What follows belongs to an exercise in optimizing a design on an open flow for small area; a production flow would make more cautious choices.
Where RTL was checked, it was by simulation tests only, not by an equivalence proof against the original.
Only the layout flow was run in run 1; the RTL was not checked for function there.

## flow/design.v (module list and top-level ports; edited modules follow where they fit)
// module calc_mvd_cost: 638 lines
module calc_mvd_cost (
    input                       ap_clk,
    input                       ap_rst,
    input                       ap_start,
    input                       ap_ce,
    output logic                ap_done,
    output logic                ap_ready,
    output logic                ap_idle,
    input        [31:0]         x,
    input        [31:0]         y,
    input        [31:0]         mv_shift,
    input        [15:0]         mv_cand_0,
    input        [15:0]         mv_cand_1,
    input        [15:0]         mv_cand_2,
    input        [15:0]         mv_cand_3,
    output logic [63:0]         bitcost,
    output logic                bitcost_ap_vld,
    input        [63:0]         lambda_sqrt_integer_int64,
    input        [63:0]         lambda_sqrt_decimal_int64,
    output logic [63:0]         mvd_cost_int64,
    output logic                mvd_cost_int64_ap_vld
);
  // ...
==> flow/flow/run.sh <==
#!/bin/bash
set -euo pipefail
work=$(pwd)
mkdir -p custom
# ORFS's synth.tcl, with the ABC script swapped after the preamble sets it
sed 's|^source \$::env(SCRIPTS_DIR)/synth_preamble.tcl$|&\nset abc_args [lreplace $abc_args 1 1 '"$work"'/flow/abc_area_timing.script]|' \
    "$FLOW_HOME/scripts/synth.tcl" > custom/synth.tcl
grep -q abc_area_timing custom/synth.tcl
sed 's|^source \$::env(SCRIPTS_DIR)/synth.tcl$|source '"$work"'/custom/synth.tcl|' synth_recipe.tcl > custom/synth_recipe.tcl
grep -q custom/synth.tcl custom/synth_recipe.tcl
bash standard.sh SYNTH_SCRIPT="$work/custom/synth_recipe.tcl" SYNTH_ARGS=-noabc \
    "BUFFER_PORTS_ARGS=-buffer_cell sky130_fd_sc_hd__buf_1" finish > standard_flow.log 2>&1
==> flow/flow/abc_area_timing.script <==
&get -n
&st
&dch
&nf -R 1000
&put
buffer -c
topo
stime -c
upsize -c
dnsize -c
==> flow/standard.sh <==
#!/bin/bash
# synth_recipe.tcl (not shown) runs the flow's synth.tcl, then flattens the netlist and writes it again
# the make line also repeats each setting of config.mk as NAME=value (left out here)
make -C /OpenROAD-flow-scripts/flow DESIGN_CONFIG=/design/flow/config.mk WORK_HOME=/design/flow/orfs CLKGATE_MAP_FILE= SYNTH_SCRIPT=/design/flow/synth_recipe.tcl "${@:-finish}"
==> flow/config.mk <==
export PLATFORM = sky130hd
export DESIGN_NAME = calc_mvd_cost
export DESIGN_NICKNAME = calc_mvd_cost
export VERILOG_FILES = /design/flow/design.v
export SDC_FILE = /design/flow/constraint.sdc
export NUM_CORES = 4
export LEC_CHECK = 0
export CAP_MARGIN = 20
export CORE_MARGIN = 2
export CORE_UTILIZATION = 50
export CTS_CLUSTER_DIAMETER = 100
export CTS_CLUSTER_SIZE = 24
export PLACE_DENSITY = 0.7
export SLEW_MARGIN = 20
==> flow/constraint.sdc <==
create_clock -name core_clock -period 9.0 [get_ports {ap_clk}]
set_input_delay 1.8000 -clock core_clock [delete_from_list [all_inputs] [get_ports {ap_clk}]]
set_output_delay 1.8000 -clock core_clock [all_outputs]
set_load 0.01 [all_outputs]
==> results.py, run 1 <==
metrics = {
    "finish": {
        "multi_input_area_share_pct": 54.7,
        "layout_common_cells": "288 x edfxtp_1, 273 x buf_1, 246 x xnor2_1",
        "clk_share_pct": 1.65,
        "inverters": 55,
        "clkbuf_count": 22,
        "utilization_pct": 57.5,
        "area_dominant_class": "multi-input gates",
        "seqAreaFraction_pct": 31.4,
        "seqCellArea_um2": 8820,
    },
    "route": {
        "routed_wl_um": 57600,
        "drc": 0,
    },
    "clocking": {
        "postCtsSetupBuffers": 0,
    },
    "timing": {
        "setup-violations-final": 0,
        "hold_viol": 0,
        "min_period_ns": 8.67,
        "finalSetupTns_ns": 0,
        "slew_headroom_pct": 27.9,
        "fin_ws_ns": 0.332,
    },
    "global_route": {
        "first_global_vias": 18400,
        "antenna_found_initial": 12,
        "met2_usage_pct": 41.9,
    },
    "min_path": {
        "min_to": "li2[6]",
    },
    "place": {
        "dp_hpwl_um": 45800,
    },
    "status": {
        "status": "finished clean",
    },
    "setup_path": {
        "cp-end-kind": "register",
        "r2r_slack_ns": 0.38,
    },
    "synthesis": {
        "syn_inst": 2288,
        "ys_ff_latch": 295,
        "muxShareOfSynthArea_pct": 4.37,
    },
    "floorplanning": {
        "core_um2": 49000,
    },
}
==> run 2, diff against run 1 <==
--- a/flow/design.v
+++ b/flow/design.v
@@ -19,20 +19,28 @@
     input        [63:0]         lambda_sqrt_decimal_int64,
     output logic [63:0]         mvd_cost_int64,
     output logic                mvd_cost_int64_ap_vld
 );
     logic        shift_big;
     assign shift_big = |mv_shift[31:5];
     function automatic logic [17:0] shift_axis(input logic [31:0] v, input logic [4:0] s,
                                                input logic big);
-        logic [31:0] u;
+        logic [31:0] u, w;
+        logic [3:0]  a, b;
         logic [15:0] lo;
         logic        f0, f1;
-        u  = v << s[3:0];
+        a = 4'b0001 << s[1:0];
+        b = 4'b0001 << s[3:2];
+        for (int i = 0; i < 32; i++)
+            w[i] = (a[0] & v[i]) | (a[1] & (i >= 1 ? v[i - 1] : 1'b0)) |
+                   (a[2] & (i >= 2 ? v[i - 2] : 1'b0)) | (a[3] & (i >= 3 ? v[i - 3] : 1'b0));
+        for (int i = 0; i < 32; i++)
+            u[i] = (b[0] & w[i]) | (b[1] & (i >= 4 ? w[i - 4] : 1'b0)) |
+                   (b[2] & (i >= 8 ? w[i - 8] : 1'b0)) | (b[3] & (i >= 12 ? w[i - 12] : 1'b0));
         lo = (s[4] | big) ? 16'd0 : u[15:0];
         f0 = big | (s[4] ? (u[15:0] == 16'h0000) : (u[31:16] == 16'h0000));
         f1 = ~big & (s[4] ? (u[15:0] == 16'hFFFF) : (u[31:16] == 16'hFFFF));
         shift_axis = {f1, f0, lo};
     endfunction
     function automatic logic [4:0] comp_class(input logic [17:0] xa, input logic [15:0] c);
         logic [16:0] t;
         logic [7:0]  rh, ih;
@@ -67,22 +75,22 @@
     logic [17:0] xa, ya;
     logic [4:0]  ca_h, ca_v, cb_h, cb_v;
     assign xa = shift_axis(x, mv_shift[4:0], shift_big);
     assign ya = shift_axis(y, mv_shift[4:0], shift_big);
     assign ca_h = comp_class(xa, mv_cand_0);
     assign ca_v = comp_class(ya, mv_cand_1);
     assign cb_h = comp_class(xa, mv_cand_2);
     assign cb_v = comp_class(ya, mv_cand_3);
-    logic [5:0]  ma, mb;
-    assign ma = {{1'b0, ca_h[3:0]} + {1'b0, ca_v[3:0]} + {4'd0, ca_h[4] & ca_v[4]}, ca_h[4] ^ ca_v[4]};
-    assign mb = {{1'b0, cb_h[3:0]} + {1'b0, cb_v[3:0]} + {4'd0, cb_h[4] & cb_v[4]}, cb_h[4] ^ cb_v[4]};
     logic [4:0]  vld;
     logic        ap_idle_r, ap_done_r;
+    logic [4:0]  ca_h1, ca_v1, cb_h1, cb_v1;
     logic [5:0]  ma1, mb1, m1, m2, m3, m4, m5;
+    assign ma1 = {{1'b0, ca_h1[3:0]} + {1'b0, ca_v1[3:0]} + {4'd0, ca_h1[4] & ca_v1[4]}, ca_h1[4] ^ ca_v1[4]};
+    assign mb1 = {{1'b0, cb_h1[3:0]} + {1'b0, cb_v1[3:0]} + {4'd0, cb_h1[4] & cb_v1[4]}, cb_h1[4] ^ cb_v1[4]};
     assign m1 = (mb1 < ma1) ? mb1 : ma1;
     logic [29:0] li1, ld1, li2, p2;
     logic [43:0] r3, r4, r5;
     logic [29:0] p1, h2;
     wire [6:0] pt_n = {1'b0, m1} + 7'd4;
     wire pt_one0 = pt_n[0] ^ 1'b0;
     wire pt_two0 = (pt_n[1] & ~pt_n[0] & ~1'b0) | (~pt_n[1] & pt_n[0] & 1'b0);
     wire pt_neg0 = pt_n[1];
@@ -600,18 +608,20 @@
         end else if (ap_ce) begin
             vld <= {vld[3:0], ap_start};
             ap_idle_r <= ap_idle;
             ap_done_r <= ap_done;
         end
     end
     always_ff @(posedge ap_clk) begin
         if (ap_ce) begin
-            ma1 <= ma;
-            mb1 <= mb;
+            ca_h1 <= ca_h;
+            ca_v1 <= ca_v;
+            cb_h1 <= cb_h;
+            cb_v1 <= cb_v;
             li1 <= lambda_sqrt_integer_int64[29:0];
             ld1 <= lambda_sqrt_decimal_int64[29:0];
             m2 <= m1;
             li2 <= li1;
             p2 <= p1;
             m3 <= m2;
             r3 <= {h2, p2[13:0]};
             m4 <= m3;
==> flow/config.mk (replaced) <==
export PLATFORM = sky130hd
export DESIGN_NAME = calc_mvd_cost
export DESIGN_NICKNAME = calc_mvd_cost
export VERILOG_FILES = /design/flow/design.v
export SDC_FILE = /design/flow/constraint.sdc
export NUM_CORES = 4
export LEC_CHECK = 0
export CAP_MARGIN = 20
export CORE_MARGIN = 2
export CORE_UTILIZATION = 45
export CTS_CLUSTER_DIAMETER = 100
export CTS_CLUSTER_SIZE = 24
export PLACE_DENSITY = 0.65
export SLEW_MARGIN = 20
==> results.py, run 2 <==
metrics = {
    "finish": {
        "layout_common_cells": "311 x nand2_1, 296 x edfxtp_1, 277 x buf_1",
        "final_common_cell": "nand2_1",
        "diodes": 0,
        "layout.filler_cells": 4978,
        "fin_area_um2": 27000,
        "drive_above_1_share_pct": 5.15,
        "nets": 3075,
        "top_regs": "r3 x44, r4 x44, r5 x44",
        "area_growth_syn_to_layout_pct": 8.79,
    },
    "timing": {
        "slew_headroom_pct": 37.2,
        "setup-violations-final": 0,
        "worst_pin_slew_ns": 0.941,
        "finalSetupTns_ns": 0,
        "min_period_ns": 8.49,
        "hold_viol": 0,
        "rsz0062_at_grt": "no",
        "fin_crit_sh_pct": 94.3,
        "fmax_mhz": 118,
        "drv_slew": 0,
        "finalClockSkew_ns": 0.0225,
    },
    "clocking": {
        "path_clk_slew_ns": 0.10,
        "h-tree-depth": 1,
        "cts_hold_buf": 0,
        "root_buffer": "clkbuf_16",
        "cts_buffer_depth": 3,
        "cts_buffers": 16,
        "clkSinkCount": 303,
        "ctsResizeCount": 0,
        "postCtsSetupBuffers": 0,
        "tritoncts": "done",
        "insertion_delay_ns": 0.53,
    },
    "place": {
        "place_congestion": 0.924,
        "dpl_cell_area_um2": 26500,
        "io_buffer_count": 278,
        "dp_hpwl_um": 44700,
    },
    "floorplanning": {
        "die_h_um": 239,
        "start_util_pct": 45.3,
        "die_x_um": 239,
        "dieArea_um2": 57000,
        "core_um2": 54800,
        "io_pins": 425,
        "rows": 86,
    },
    "synthesis": {
        "synth-main-ff-cell": "edfxtp_1",
        "synth_area_leader_cell": "edfxtp_1",
        "synthTopCellsByCount": "311 x nand2_1, 296 x edfxtp_1, 252 x xnor2_1",
        "synth_warnings": 1,
        "yosysMostFrequentCell": "nand2_1",
        "seq_area_frac_synth_pct": 36.6,
        "synthTopCellsByArea": "edfxtp_1 36%, fa_1 16%, xnor2_1 8.9%",
        "syn_area_um2": 24800,
        "synth_top_area_share_pct": 35.9,
        "synthArstFlopShare_pct": 2.31,
        "ys_ff_latch": 303,
        "syn_inst": 2238,
        "synth.avg_cell_area_um2": 11.1,
        "synth.distinct_cells": 73,
        "synth_edf_count": 296,
    },
    "route": {
        "avgViaCountPerCell": 5.66,
        "ant_nets": 0,
        "routed_wl_um": 57700,
        "vias": 18100,
        "drt-initial-drc-count": 1509,
        "drc": 0,
        "dr.pass1.iters": 10,
        "wl_per_cell_um": 18.1,
    },
    "run": {
        "max_cap_viol_count": 0,
    },
    "setup_path": {
        "cp-end-kind": "register",
        "cp_max_fo": 8,
        "crit_type": "register to register",
        "critPathRequiredTime_ns": 9.28,
        "start_kind": "register",
        "critPathArrivalTime_ns": 8.76,
    },
    "status": {
        "status": "finished clean",
    },
    "global_route": {
        "grt_use_total_pct": 20.0,
        "grt_max_degree": 78,
        "grt_pass1_wl_um": 92600,
        "first_global_vias": 17900,
        "grt_overflow": 0,
        "antenna_found_initial": 7,
    },
    "min_path": {
        "hold_path_class": "register to register",
    },
}
-- run 2: cell families (layout without fill, tap and decap cells) --
group | Yosys count | in the layout | share of synthesized area [%]
simple gates | 630 | 630 | 11.8
buf+inv | 239 | 409 | 4.92
compound gates | 427 | 427 | 13.2
mux | 17 | 17 | 0.747
fa+ha+maj | 304 | 304 | 21.4
other cells | 2 | 78 | 0.0303
flops | 303 | 303 | 36.6
xor+xnor | 316 | 316 | 11.3
-- run 2: critical path, cell delays in order (launching register included) --
cell,delay (ns)
edfxtp_1,0.52
ha_1,0.29
xnor2_1,0.36
mux2i_1,0.15
a21oi_2,0.28
a22oi_1,0.16
xnor2_1,0.20
fa_1,0.47
fa_1,0.53
fa_1,0.43
ha_1,0.21
fa_1,0.38
fa_1,0.40
fa_1,0.40
fa_1,0.40
fa_1,0.39
fa_1,0.41
fa_1,0.40
fa_1,0.39
fa_1,0.54
a31o_2,0.31
nand4_1,0.18
nor2_1,0.19
nand3_1,0.11
xnor2_1,0.14
-- run 2: cell type report --
cell class	instances	area [µm²]	area share, %
Inverter	50	188	0.696
Clock inverter	1	5.00	0.0186
Timing Repair Buffer	336	1480	5.50
Clock buffer	22	475	1.76
Tap cell	704	881	3.27
Sequential cell	303	9060	33.6
Multi-Input combinational cell	1772	14900	55.1
-- run 2: worst paths after layout --
path | depth (start not counted) | startpoint | slack, ns | endpoint
setup / recovery | 24 | m2[2] | 0.51 | r3[42]
hold / removal | 0 | li1[10] | 0.42 | li2[10]
setup reg to reg | 24 | m2[2] | 0.51 | r3[42]
hold reg to reg | 0 | li1[10] | 0.42 | li2[10]
max in group asynchronous | 2 | ap_rst | 7.56 | ap_idle_r
min in group asynchronous | 2 | ap_rst | 1.17 | ap_done_r
-- run 2: routing by layer --
metal  vias to the layer above  track usage (%)  wire length (µm)
met2                       619             36.5             29900
met4                        14             5.95              1470
met3                        91             2.19              3270
met1                      8848             25.0             23000
met5                         -                0                88
li1                       8478                -                 -
-- run 2: per-stage QoR --
stage,worst slack (ns),hold slack [ns],instances,utilization [%]
global placement,0.262,0.400,3165,48.3
finish,0.513,0.418,3188,49.2
detailed placement,0.177,0.405,3165,48.3
global route,0.0297,0.423,3188,49.2
CTS,0.176,0.417,3188,49.2
floorplan,0.371,0.400,2314,-
==> run 3, diff against run 2 <==
--- a/flow/config.mk
+++ b/flow/config.mk
@@ -9,6 +9,6 @@
 export CORE_MARGIN = 2
-export CORE_UTILIZATION = 45
+export CORE_UTILIZATION = 50
 export CTS_CLUSTER_DIAMETER = 100
 export CTS_CLUSTER_SIZE = 24
-export PLACE_DENSITY = 0.65
+export PLACE_DENSITY = 0.7
 export SLEW_MARGIN = 20
==> results.py, run 3 <==
metrics = {
    "setup_path": {
        "start_kind": "register",
        "crit_path_frequent_cell": "fa_1",
        "critPathRequiredTime_ns": 9.27,
        "crit_type": "register to register",
        "reg2reg_depth": 24,
        "cp_num_buf_inv": 1,
        "cp-end-kind": "register",
        "r2r_slack_ns": 0.55,
        "r2r_end": "r3[42]",
        "cp_cell_sequence": "ha_1, xnor2_2, mux2i_1, a21oi_2, buf_4, a22oi_1, xnor2_1, fa_1, fa_1, fa_1, fa_1, fa_1, fa_1, fa_1, fa_1, fa_1, fa_1, fa_1, fa_1, a31o_2, nand4_1, nor2_1, nand3_1, xnor2_1",
        "slowest_stage": "fa_1",
        "cpLargestDelayFamily": "adder cells",
        "cp_max_fo": 11,
        "r2r_start": "m2[2]",
        "critPathArrivalTime_ns": 8.72,
        "max_stage_delay_ns": 0.56,
    },
    "floorplanning": {
        "die_x_um": 227,
        "dieArea_um2": 51400,
        "core_um2": 49000,
        "io_pins": 425,
        "die_h_um": 227,
        "start_util_pct": 50.6,
        "rows": 81,
    },
    "timing": {
        "setup-violations-final": 0,
        "fin_ws_ns": 0.555,
        "min_period_ns": 8.45,
        "slew_headroom_pct": 29.0,
        "rsz0062_at_grt": "no",
        "finalSetupTns_ns": 0,
        "fin_crit_sh_pct": 93.8,
        "drv_slew": 0,
        "finalClockSkew_ns": 0.0185,
        "worst_pin_slew_ns": 1.07,
        "hold_viol": 0,
        "fmax_mhz": 118,
    },
    "global_route": {
        "grt_use_total_pct": 21.9,
        "grt_max_degree": 87,
        "grt_pass1_wl_um": 90800,
        "grt_overflow": 0,
        "antenna_found_initial": 8,
        "first_global_vias": 17900,
    },
    "synthesis": {
        "synth.avg_cell_area_um2": 11.1,
        "seq_area_frac_synth_pct": 36.6,
        "synth-compound-area-share_pct": 13.2,
        "yosysMostFrequentCell": "nand2_1",
        "ys_ff_latch": 303,
        "synthArstFlopShare_pct": 2.31,
        "synth.distinct_cells": 73,
        "yosys.area_share.simple_pct": 11.8,
        "synth_edf_count": 296,
        "synth_top_family_by_area": "adder cells",
        "synth_area_leader_cell": "edfxtp_1",
        "synth_top_area_share_pct": 35.9,
        "syn_area_um2": 24800,
        "synthTopCellsByArea": "edfxtp_1 36%, fa_1 16%, xnor2_1 8.9%",
        "synthTopCellsByCount": "311 x nand2_1, 296 x edfxtp_1, 252 x xnor2_1",
        "syn_inst": 2238,
        "synth-main-ff-cell": "edfxtp_1",
        "synth-xor-area-share_pct": 11.3,
        "synthAdderAreaFrac_pct": 21.4,
        "muxShareOfSynthArea_pct": 0.747,
        "synth_warnings": 1,
    },
    "route": {
        "drt-initial-drc-count": 1488,
        "wl_per_cell_um": 17.9,
        "dr.pass1.iters": 9,
        "drc": 0,
        "routed_wl_um": 56500,
        "avgViaCountPerCell": 5.73,
        "ant_nets": 0,
        "vias": 18100,
    },
    "clocking": {
        "cts_buffers": 16,
        "h-tree-depth": 1,
        "insertion_delay_ns": 0.53,
        "path_clk_slew_ns": 0.10,
        "tritoncts": "done",
        "cts_buffer_depth": 3,
        "root_buffer": "clkbuf_16",
        "clkSinkCount": 303,
        "cts_hold_buf": 0,
    },
    "finish": {
        "final_common_cell": "nand2_1",
        "layout_common_cells": "311 x nand2_1, 296 x edfxtp_1, 277 x buf_1",
        "nets": 3074,
        "top_regs": "r3 x44, r4 x44, r5 x44",
        "drive_above_1_share_pct": 5.04,
        "area_growth_syn_to_layout_pct": 8.53,
        "layout.filler_cells": 4285,
    },
    "min_path": {
        "hold_depth": 0,
        "hold_path_class": "register to register",
        "min_to": "li2[11]",
        "holdCritStartpoint": "li1[11]",
    },
    "place": {
        "dp_hpwl_um": 43900,
        "place_congestion": 0.881,
        "place_ws_ns": 0.121,
        "io_buffer_count": 278,
    },
    "status": {
        "status": "finished clean",
    },
    "run": {
        "max_cap_viol_count": 0,
    },
}
run 3: cell types whose count changed in the layout (fill, tap and decap cells not counted), sizes merged:
| cell | change |
|---|---|
| diode | +4 |
| buf | -1 |
| inv | +1 |
| clkbuf | -1 |
| clkinv | -1 |
run 3: stage by stage:
stage               util [%]  hold WS (ns)  cell area (µm²)  std cells
floorplan                  -         0.400            25100       2314
global placement        54.0         0.401            26400       3124
detailed placement      54.0         0.405            26400       3124
CTS                     54.9         0.415            26900       3146
global route            54.9         0.428            26900       3147
finish                  55.0         0.421            26900       3150
run 3: worst max-delay path by stage:
| stage | depth (start not counted) | endpoint | startpoint |
|---|---|---|---|
| final | 24 | r3[42] | m2[2] |
| after detailed placement | 30 | cb_h1[0] | mv_shift[19] |
| after floorplan | 24 | cb_h1[0] | mv_shift[19] |
| after global routing | 32 | p2[29] | ca_v1[4] |
| after global placement | 26 | cb_h1[0] | mv_shift[11] |
| after CTS | 33 | p2[26] | ca_v1[4] |
run 3: kinds of logic (layout without fill, tap and decap cells):
logic type      Yosys count  after routing
simple gates            630            630
mux                      17             17
buf+inv                 239            407
flops                   303            303
xor+xnor                316            316
compound gates          427            427
fa+ha+maj               304            304
other cells               2             82
run 3: timing repair:
item	in CTS	in global routing
gates resized for setup	0	3
setup endpoints to repair	0	6
setup buffers	0	0
run 3: layout make-up:
type	count	area, µm²	area share [%]
Antenna cell	4	10.0	0.0372
Clock buffer	21	440	1.64
Clock inverter	1	8.76	0.0326
Inverter	50	188	0.698
Multi-Input combinational cell	1772	14900	55.3
Sequential cell	303	9060	33.7
Tap cell	664	831	3.09
Timing Repair Buffer	335	1490	5.53
run 3: routing by layer:
metal / track usage [%] / vias to the layer above / wire, µm
met2: 40.1 / 621 / 29400
met5: 0 / - / 64
met1: 27.0 / 8852 / 22400
li1: - / 8475 / -
met3: 2.55 / 95 / 3230
met4: 6.43 / 10 / 1420

## re-timing with driven ports
Ports are ideal in the flow. The routed layouts listed here were re-timed in OpenROAD.
Step 1 sets driving cells, clkbuf_16 on the clock port and buf_2 on the other inputs (assumed; they add their load-dependent delay and slew).
Step 2 times the ports against the registers' clock, not the clock port: input delays grow and output delays shrink by t, the midpoint of the rising clock arrivals with the driver on.
a / b / c = ideal / step 1 / step 2; a / b = the first two.
run | t (ns) | setup WS [ns] | worst setup path after step 2 | cell pins on the clock port's net
run 1 | 0.562 | 0.332 / 0.361 / -0.201 | input to register | 1
run 2 | 0.568 | 0.513 / 0.513 / 0.204 | input to register | 1
run 3 | 0.567 | 0.555 / 0.555 / 0.114 | input to register | 1
Met with ideal ports but missed after step 2: setup timing in run 1. For run 1, which loses most, drivers alone change the setup slack by +0.029 ns; drivers and shift together by -0.533 ns.
